Source: an optimization exercise on an open RTL-to-GDS flow (aim: small area). Production flows keep margins and buffers that such runs may drop.
Function was checked by simulation only, so behaviour that the tests miss may differ from the original.
No activity file was given, so power comes from the tool's default toggle rates.

### flow/run.sh
#!/bin/bash
# synth_recipe.tcl (not shown) runs the flow's synth.tcl, then flattens the netlist and writes it again
# the make line also repeats each setting of config.mk as NAME=value (left out here)
make -C /OpenROAD-flow-scripts/flow DESIGN_CONFIG=/design/flow/config.mk WORK_HOME=/design/flow/orfs CLKGATE_MAP_FILE= SYNTH_SCRIPT=/design/flow/synth_recipe.tcl finish
### flow/config.mk
export PLATFORM = sky130hd
export DESIGN_NAME = SignToText
export DESIGN_NICKNAME = SignToText
export VERILOG_FILES = /design/flow/design.v
export SDC_FILE = /design/flow/constraint.sdc
export NUM_CORES = 4
export LEC_CHECK = 0
export CAP_MARGIN = 20
export CORE_MARGIN = 2
export CORE_UTILIZATION = 40
export SLEW_MARGIN = 20
### flow/constraint.sdc
create_clock -name core_clock -period 10.0 [get_ports {clk}]
set_input_delay 2.0000 -clock core_clock [delete_from_list [all_inputs] [get_ports {clk}]]
set_output_delay 2.0000 -clock core_clock [all_outputs]
set_load 0.01 [all_outputs]
### flow/design.v
module RGBtoYCbCr(red_ch, green_ch, blue_ch,
		  luma_ch, cb_ch, cr_ch,
		  clk, rst);
   input rst;
   input clk;
   input [7:0] red_ch;
   input [7:0] green_ch;
   input [7:0] blue_ch;
   output [7:0] luma_ch;
   output [7:0] cb_ch;
   output [7:0] cr_ch;
   reg [7:0] luma_ch;
   reg [7:0] cb_ch;
   reg [7:0] cr_ch;
   parameter NC_red = 77;
   parameter NC_blue = 29;
   parameter NC_green = 150;
   wire [15:0] luma_sum = (NC_red*red_ch) + (NC_green*green_ch) + (NC_blue*blue_ch);
   wire [15:0] cb_sum = 16'd32768 + (16'd128*blue_ch) - (16'd43*red_ch) - (16'd85*green_ch);
   wire [15:0] cr_sum = 16'd32768 + (16'd128*red_ch) - (16'd107*green_ch) - (16'd21*blue_ch);
   always @(posedge clk)
   begin: RGB_to_YCbCr
     if (rst) begin  
      luma_ch <= 0;  
      cb_ch <= 0;
      cr_ch <= 0;
     end
     else begin
      luma_ch <= luma_sum[15:8];
      cb_ch <= cb_sum[15:8];
      cr_ch <= cr_sum[15:8];
     end
   end  
endmodule  
   module SkinDecider(luma_ch, cb_ch, cr_ch,
		   object_image,
		   rst, clk);
   input [7:0] luma_ch, cb_ch, cr_ch;
   output      object_image;
   input 	rst, clk;
   reg  	object_image;
   always @(posedge clk) begin
      if (rst)
	object_image <= 0;
      else begin
	 if ((luma_ch > 80) &&
		  (cb_ch > 125) && (cb_ch < 180) && 
		  (cr_ch > 190) && (cr_ch < 225)) begin
	    object_image <= 1;
	 end
	 else begin
	    object_image <= 0;
	 end
      end
   end  
endmodule  
module PalmIdentification(object_image,
			  palm_height_test,
			  start_of_palm_r,
			  start_of_palm_c,
			  end_of_palm_r,
			  end_of_palm_c,
			  palm_width,
			  palm_height,
			  TESTING_SWITCH,			  
			  rst,clk);
   input object_image;
   input [7:0] palm_height_test;
   output [7:0] start_of_palm_r, start_of_palm_c, end_of_palm_r, end_of_palm_c, palm_height, palm_width;
   input 	TESTING_SWITCH;
   input 	rst, clk;
   reg [7:0] 	start_of_palm_r, start_of_palm_c, end_of_palm_r, end_of_palm_c, palm_height, palm_width;
   reg 		FOUND_PALM_START, FOUND_PALM_END;
   localparam [7:0] IMAGE_WIDTH=120, IMAGE_HEIGHT=160;
   reg [7:0] 	row_count, col_count;
   reg 		INNERBREAK;
   wire [9:0] 	palm_width_x1p5 = ({2'b00, palm_width} * 10'd3 + 10'd1) >> 1;
   always @(posedge clk) begin
      if (rst) begin
	 start_of_palm_r <= 8'b0;
	 start_of_palm_c <= 8'b0;
	 end_of_palm_r <= 8'b0;
	 end_of_palm_c <= 8'b0;
	 palm_width <= 8'b0;
	 palm_height <= 8'b0;
	 FOUND_PALM_START <= 1'b0;
	 FOUND_PALM_END <= 1'b0;
	 INNERBREAK <= 1'b0;
	 row_count <= 8'b0;
	 col_count <= 8'b0;
      end
      else begin
	 if(col_count >= IMAGE_WIDTH-1) begin
	    col_count <= 0;
	    row_count <= row_count + 1;
	 end
	 else begin
   	    col_count <= col_count + 1;
	 end
	 if(INNERBREAK == 1) begin
	 end
	 else begin
	    if(object_image) begin
	       if(FOUND_PALM_START == 0) begin
		  FOUND_PALM_START <= 1;
		  start_of_palm_r <= row_count;
		  start_of_palm_c <= col_count;
	       end  
	       else begin
		  end_of_palm_r <= row_count;
		  end_of_palm_c <= col_count;
		  FOUND_PALM_END <= 1;
	       end  
	    end  
	    else begin
	       if(FOUND_PALM_END == 1) begin
		  palm_width <= end_of_palm_c - start_of_palm_c;
		  if (palm_width > 17) begin
		     INNERBREAK <= 1;
		     if(!TESTING_SWITCH) begin
			palm_height <= palm_width_x1p5[7:0];
		     end  
		     else begin
			palm_height <= palm_height_test;
		     end  
		  end  
		  else begin
		     FOUND_PALM_START  <= 0;
		     FOUND_PALM_END <= 0;
		  end  
	       end  
	    end  
	 end  
      end  
   end  
endmodule  
module FingerIdentification(object_image,
                            palm_width,
                            palm_height,
                            start_of_palm_r,
                            start_of_palm_c,
                            end_of_palm_r,
                            end_of_palm_c,
                            thumb_status,
                            index_status,
                            middle_status,
                            ring_status,
                            pinky_status,
                            rst,clk);
   input object_image;
   input [7:0] palm_width, palm_height;
   input [7:0] start_of_palm_r, start_of_palm_c;
   input [7:0] end_of_palm_r, end_of_palm_c;
   output      thumb_status, index_status, middle_status, ring_status, pinky_status;
   input       rst, clk;
   reg         thumb_status;
   reg 	       index_status;
   reg 	       middle_status;
   reg 	       ring_status;
   reg 	       pinky_status;
   localparam [7:0] IMAGE_WIDTH=120, IMAGE_HEIGHT=160;
   reg [7:0] 	row_count, col_count;
   reg [7:0]   pinky_true;
   reg [7:0]   ring_true;
   reg [7:0]   middle_true;
   reg [7:0]   index_true;
   reg [7:0]   thumb_true;
   reg [7:0]   pinky_left;
   reg [7:0]   pinky_right;
   reg [7:0]   pinky_top;
   reg [7:0]   pinky_bottom;
   reg [7:0]   ring_left;
   reg [7:0]   ring_right;
   reg [7:0]   ring_top;
   reg [7:0]   ring_bottom;
   reg [7:0]   middle_left;
   reg [7:0]   middle_right;
   reg [7:0]   middle_top;
   reg [7:0]   middle_bottom;
   reg [7:0]   thumb_left;
   reg [7:0]   thumb_right;
   reg [7:0]   thumb_top;
   reg [7:0]   thumb_bottom;
   reg [7:0]   index_left;
   reg [7:0]   index_right;
   reg [7:0]   index_top;
   reg [7:0]   index_bottom;
   always @(posedge clk) begin
      if(rst) begin
         thumb_status <= 0;
         index_status <= 0;
         middle_status <= 0;
         ring_status <= 0;
         pinky_status <= 0;
         row_count <= 0;
         col_count <= 0;
         pinky_true <= 0;
         pinky_left <= 0;
         pinky_right <= 0;
         pinky_top <= 0;
         pinky_bottom <= 0;
         ring_true <= 0;
         ring_left <= 0;
         ring_right <= 0;
         ring_top <= 0;
         ring_bottom <= 0;
         middle_true <= 0;
         middle_left <= 0;
         middle_right <= 0;
         middle_top <= 0;
         middle_bottom <= 0;
         index_true <= 0;
         index_left <= 0;
         index_right <= 0;
         index_top <= 0;
         index_bottom <= 0;
         thumb_true <= 0;
         thumb_left <= 0;
         thumb_right <= 0;
         thumb_top <= 0;
         thumb_bottom <= 0;
      end
      else begin
         if(col_count >= IMAGE_WIDTH-1) begin
            col_count <= 0;
            row_count <= row_count + 1;
         end
         else begin
               col_count <= col_count + 1;
         end
         if (palm_width != 0) begin
            pinky_left <= end_of_palm_c - (palm_width >> 2 ) + palm_width;
            pinky_right <= end_of_palm_c - (palm_width >> 2 );
            pinky_bottom <= end_of_palm_r + palm_height;
            pinky_top <= end_of_palm_r + palm_height + palm_height;	    
            if(row_count > pinky_bottom && row_count < pinky_top && col_count > pinky_right && col_count < pinky_left) begin
               if(object_image == 1) begin
                  pinky_true <= pinky_true + 1;
               end
               if(pinky_true > 200) begin
                  pinky_status <= 1;
               end
            end
            ring_left <= end_of_palm_c - (palm_width >> 2 ) - 3;
            ring_right <= start_of_palm_c + (palm_width >> 1) - 5;
            ring_bottom <= end_of_palm_r + palm_height;
            ring_top <= end_of_palm_r + palm_height + palm_height;	    
            if(row_count > ring_bottom && row_count < ring_top && col_count > ring_right && col_count < ring_left) begin            
               if(object_image == 1) begin
                  ring_true <= ring_true + 1;
               end
               if(ring_true > 250) begin
                  ring_status <= 1;
               end
            end
            middle_left <= start_of_palm_c + (palm_width >> 1) - 5 - 7;
            middle_right <=  start_of_palm_c + (palm_width >> 1) - 5 - 7 - (palm_width >> 1);
            middle_bottom <= end_of_palm_r + palm_height;
            middle_top <= end_of_palm_r + palm_height + palm_height;	    
            if(row_count > middle_bottom && row_count < middle_top && col_count > middle_right && col_count < middle_left) begin                    
               if(object_image == 1) begin
                  middle_true <= middle_true + 1;
               end
               if(middle_true > 250) begin
                  middle_status <= 1;
               end
            end
            index_left <= start_of_palm_c + (palm_width >> 1) - 5 - 7 - (palm_width >> 1);
            index_right <= start_of_palm_c + (palm_width >> 1) - 5 - 7 - (palm_width >> 1) - palm_width;
            index_bottom <= end_of_palm_r + palm_height;	    
            index_top <= end_of_palm_r + palm_height + palm_height;
            if(row_count > index_bottom && row_count < index_top && col_count > index_right && col_count < index_left) begin
               if(object_image == 1) begin
                  index_true <= index_true + 1;
               end
               if(index_true > 250) begin
                  index_status <= 1;
               end
            end
            thumb_left <= start_of_palm_c - 10;
            thumb_right <= start_of_palm_c - 10 - palm_height;
            thumb_bottom <= start_of_palm_r;
            thumb_top <= start_of_palm_r + 30;
            if(row_count > thumb_bottom && row_count < thumb_top && col_count > thumb_right && col_count < thumb_left) begin      
               if(object_image == 1) begin
                  thumb_true <= thumb_true + 1;
               end
               if(thumb_true > 250) begin
                  thumb_status <= 1;
               end
            end
         end  
      end  
   end  
endmodule  
module SignIdentification(thumb_status,
			  index_status,
			  middle_status,
			  ring_status,
			  pinky_status,
			  sign_value,
			  rst,clk);
   input      thumb_status;
   input      index_status;
   input      middle_status;
   input      ring_status;
   input      pinky_status;
   output [3:0] sign_value;
   input 	rst, clk;
   reg [3:0]	sign_value;
   reg [4:0] 	finger_db;
   always @(posedge clk) begin
      if(rst) begin
	 sign_value <= 4'b0000;
	 finger_db <= 5'b00000;
      end
      else begin
	 finger_db <= {pinky_status, ring_status, middle_status, index_status, thumb_status};
	 case(finger_db)
	   5'b00010 : sign_value <= 1;
	   5'b00110 : sign_value <= 2;
  	   5'b00111 : sign_value <= 3;
	   5'b01111 : sign_value <= 4;
	   5'b11111 : sign_value <= 5;
	   5'b01110 : sign_value <= 6;
	   5'b10110 : sign_value <= 7;
	   5'b11010 : sign_value <= 8;
	   5'b11100 : sign_value <= 9;
	   default : sign_value <= 0;
	 endcase  
      end  
   end  
endmodule  
module SignToText(red_ch,
		  green_ch,
		  blue_ch,
		  palm_height_test,
		  TESTING_SWITCH,
		  sign_value,
		  thumb_status, index_status, middle_status, ring_status, pinky_status,
		  start_of_palm_r, start_of_palm_c,
		  end_of_palm_r, end_of_palm_c,
		  palm_width, palm_height,
		  clk,rst);
   input [7:0] red_ch, green_ch, blue_ch;
   input [7:0] palm_height_test;
   input       TESTING_SWITCH;
   output [3:0] sign_value;
   output       thumb_status, index_status, middle_status, ring_status, pinky_status;
   output [7:0] start_of_palm_r, start_of_palm_c, end_of_palm_r, end_of_palm_c;
   output [7:0] palm_width, palm_height;
   input       clk, rst;
   wire        rst, clk;
   wire [7:0]  palm_height_test;
   wire [7:0]  luma_ch, cb_ch, cr_ch;
   RGBtoYCbCr dut_0 (.red_ch(red_ch),
		     .green_ch(green_ch),
		     .blue_ch(blue_ch),
		     .luma_ch(luma_ch),
		     .cb_ch(cb_ch),
		     .cr_ch(cr_ch),
		     .rst(rst),
		     .clk(clk));
   wire        object_image;
   SkinDecider dut_1 (.luma_ch(luma_ch),
		      .cb_ch(cb_ch),	
		      .cr_ch(cr_ch),
		      .object_image(object_image),
		      .rst(rst), .clk(clk));
   wire [7:0]  start_of_palm_c, start_of_palm_r;
   wire [7:0]  end_of_palm_c, end_of_palm_r;
   wire [7:0]  palm_height, palm_width;
   PalmIdentification dut_2 (.object_image(object_image),
			     .palm_height_test(palm_height_test),
			     .start_of_palm_r(start_of_palm_r),
			     .start_of_palm_c(start_of_palm_c),
			     .end_of_palm_r(end_of_palm_r),
			     .end_of_palm_c(end_of_palm_c),
			     .palm_width(palm_width),
			     .palm_height(palm_height),
			     .TESTING_SWITCH(TESTING_SWITCH),
			     .rst(rst),.clk(clk));
   wire        thumb_status, index_status, middle_status, ring_status, pinky_status;
   FingerIdentification dut_3 (.object_image(object_image),
			       .palm_width(palm_width),
			       .palm_height(palm_height),
			       .start_of_palm_r(start_of_palm_r),
			       .start_of_palm_c(start_of_palm_c),
			       .end_of_palm_r(end_of_palm_r),
			       .end_of_palm_c(end_of_palm_c),
			       .thumb_status(thumb_status),
			       .index_status(index_status),
			       .middle_status(middle_status),
			       .ring_status(ring_status),
			       .pinky_status(pinky_status),
			       .rst(rst),.clk(clk));
   wire [3:0]  sign_value;
   SignIdentification dut_4(.thumb_status(thumb_status),
			    .index_status(index_status),
			    .middle_status(middle_status),
			    .ring_status(ring_status),
			    .pinky_status(pinky_status),
			    .sign_value(sign_value),
			    .rst(rst),.clk(clk));
endmodule  
==> out/metrics.yaml <==
outcome:
  outcome: "timing/DRC/antenna clean"
route:
  drt_wl_total_um: 60700
  vias: 19400
  wl_per_cell_um: 16.5
  firstDrtPassIters: 5
  detail-route-antenna-nets: 0
  via_per_inst: 5.25
  drtIter0Drc: 880
  drt_drc_violations_left: 0
grt:
  grt_pass1_wl_um: 99300
  grt_max_degree: 96
  grt_overflow: 0
  antenna_found_initial: 0
  grt.total_usage_pct: 20.1
  grt_pass1_vias: 19300
cts:
  cts_num_sinks: 264
  cts_resized: 0
  holdBufCountCts: 0
  post_cts_buffers: 0
  path_clk_slew_ns: 0.05
  cts_buffers: 34
  clockBufferDepth: 3
  worst_skew_pair.late_latency_ns: 0.54
  cts_htree_levels: 2
  clockRootBuffer: "clkbuf_16"
  cts_tree: "built"
layout:
  fillers: 5742
  n_antenna_cell: 0
  layout-drive-gt1-share_pct: 3.50
  layout.nets: 3489
  multi_input_area_um2: 16600
  area_growth_pct: 11.6
  seqCellArea_um2: 5290
  utilization_pct: 45.0
pwr:
  internal_power_mw: 3.04
  power_density_nw_per_um2: 191
  seqPwrFrac_pct: 22.5
  swShare_pct: 39.9
  vdd_drop_max_uv: 332
  p_clk_share_pct: 23.7
  power_leakage_nw: 11.8
  finalPower_mw: 5.07
  p_switching_mw: 2.02
  pwr-share-comb_pct: 53.8
timing:
  setup-tns-final_ns: 0
  post-route-period-util_pct: 74.7
  rsz0062_at_grt: "no"
  tightest_slew_ns: 1.04
  fin_skew_ns: 0.0227
  fmax_mhz: 134
  min_period_ns: 7.47
  finalSetupViolations: 0
  fin_ws_ns: 2.53
  finalMaxSlewViolations: 0
  relSlewSlack_pct: 30.4
  hold_violations: 0
  fin_hold_ws_ns: 0.448
logic_synthesis:
  synth_ff_type: "dfxtp_1"
  synthCells: 2829
  synth_seq_cells: 264
  yosysWarnings: 5
  ys_types: 67
  syn_area_um2: 23800
  synth_edf_count: 0
  ys_seq_area_share_pct: 22.2
  syn_avg_cell_area_um2: 8.40
  async_flop_share_pct: 0
critical_path:
  crit_path_end_kind: "flip-flop"
  critPathRequiredTime_ns: 10.41
  crit_top_cell: "inv_1"
  critPathLaunchType: "primary input"
  crit_chain: "clkdlybuf4s50_1, ha_1, inv_1, fa_1, inv_1, ha_1, inv_1, fa_1, inv_1, ha_1, a21o_1, a311oi_1, xnor2_1, fa_1, inv_1, ha_1, or2_2, a21oi_1, a31oi_1, a21oi_1, o21bai_2, a21oi_1, mux2_2"
  crit_slowest_cell: "fa_1"
  critPathMaxFanout: 5
  slowest_delay_ns: 0.58
  arrival_ns: 7.88
  critPathKind: "primary input to flip-flop"
placed_design:
  place_congestion: 0.904
  io_buffers: 91
  pre_cts_slack_ns: 2.00
  place_hpwl_um: 47400
floorplanning:
  coreArea_um2: 58900
  die_area_um2: 61400
  fp.dieW_um: 248
  io_pins: 92
  fp-row-count: 89
  die_h_um: 248
  initial_utilization_pct: 40.3
job:
  max-cap-violations: 0
worst_hold_path:
  holdCritPathClass: "flip-flop to flip-flop"
metrics by stage:
| stage | area (µm²) | cells |
|---|---|---|
| finish | 26500 | 3687 |
| global route | 26500 | 3687 |
| CTS | 26500 | 3687 |
| detailed placement | 25400 | 3627 |
| global placement | 25400 | 3627 |
| floorplan | 23800 | 2830 |
critical path, delay by kind of cell:
| family | cells | cell delay, ns |
|---|---|---|
| muxes | 1 | 0.34 |
| AOI/OAI and AO/OA | 7 | 1.31 |
| buffers and inverters | 6 | 0.87 |
| and+or+nand+nor | 1 | 0.29 |
| adders and majority gates | 7 | 2.94 |
| xor gates and xnor gates | 1 | 0.13 |
metal layers:
metal	global-route usage [%]	up-vias	share of wire, %
met1	27.1	9267	47
met4	5.30	0	2.0
met3	1.86	70	2.8
met5	0	-	0
li1	-	9752	-
met2	34.4	268	48
cells in the final DEF, fill, tap and decap left out, types with 28 or more instances in the layout:
cell type        count
nor2b_1             41
a21oi_1            233
nor2_1             178
xor2_1              69
inv_1              416
a211oi_1            51
fa_1                93
dfxtp_1            264
clkbuf_16           34
o21ai_0             74
ha_1               471
xnor2_1            110
clkdlybuf4s50_1     90
nand3_1             52
nand2_1            272
nor3_1              38
a21o_1              70
nand4_1             28
kinds of logic (layout without fill, tap and decap cells):
family | Yosys count | count (layout) | synth area share, %
fa+ha+maj | 564 | 564 | 32.6
mux | 24 | 24 | 1.10
other cells | 1 | 2 | 0.0158
flops | 264 | 264 | 22.2
simple gates | 728 | 728 | 14.2
buf+inv | 491 | 575 | 7.84
compound gates | 578 | 578 | 15.4
xor+xnor | 179 | 179 | 6.60
Yosys cell counts, types with 16 or more instances:
cell type,number,area [µm²]
or2_2,16,100
a21oi_1,233,1170
dfxtp_1,264,5290
or3_1,17,106
a211oi_1,51,383
clkbuf_1,56,210
ha_1,471,5890
a21o_1,70,526
nor3_1,38,190
and3_1,17,106
fa_1,93,1860
nor2b_1,41,257
xnor2_1,110,963
o21a_1,23,173
o21bai_1,17,128
mux2_2,17,191
o21ai_0,74,370
o41ai_1,21,184
nor2_1,180,676
xor2_1,69,604
nand2_1,272,1020
nand2b_1,23,144
inv_1,416,1560
nand4_1,28,175
nand3_1,52,260
layout make-up:
cell class	instances	area share, %
Tap cell	773	3.65
Clock inverter	12	0.510
Timing Repair Buffer	98	3.65
Clock buffer	48	3.60
Sequential cell	264	19.9
Inverter	417	5.90
Multi-Input combinational cell	2075	62.8
power groups by stage:
stage,Combinational (mW),Clock (mW),Sequential (mW)
6_report,2.73,1.20,1.14
5_1_grt,3.11,1.28,1.14
4_1_cts,2.74,1.23,1.14
3_5_place_dp,2.72,0,1.16
3_3_place_gp,2.65,0,1.16
2_1_floorplan,2.13,0,1.15
worst paths after layout:
| check | from | end | slack (ns) | cells after the start |
|---|---|---|---|---|
| max | green_ch[1] | dut_0.cb_ch[7] | 2.53 | 23 |
| min | dut_3.thumb_bottom[6] | dut_3.thumb_bottom[6] | 0.45 | 2 |
| max reg2reg | dut_2.palm_width[2] | dut_3.index_right[7] | 5.14 | 19 |
| min reg2reg | dut_3.thumb_bottom[6] | dut_3.thumb_bottom[6] | 0.45 | 2 |

==> what the ideal ports hide <==
The results above use ideal ports. As a check the final layout listed here was re-extracted and re-timed, cells and wires unchanged. Step 1 (the two cells are an assumption about what drives the block):
set clk [get_ports {clk}]
set_driving_cell -lib_cell sky130_fd_sc_hd__clkbuf_16 $clk
set_driving_cell -lib_cell sky130_fd_sc_hd__buf_2 [delete_from_list [all_inputs] $clk]
Step 2 also shifts input and output timing later by t, the mid clock arrival at the registers, as if the neighbouring blocks saw the same clock. Slacks: ideal ports / drivers / drivers and shift; pairs: ideal ports / drivers.
t (ns): 0.581
setup slack, ns: 2.530 / 2.559 / 1.978
worst setup path after step 2: input to register
latest minus earliest clock arrival (ns): 0.024 / 0.024
After both steps this run still meets setup and hold. The setup slack of this run moves by +0.029 ns with the drivers and by -0.552 ns with both steps.
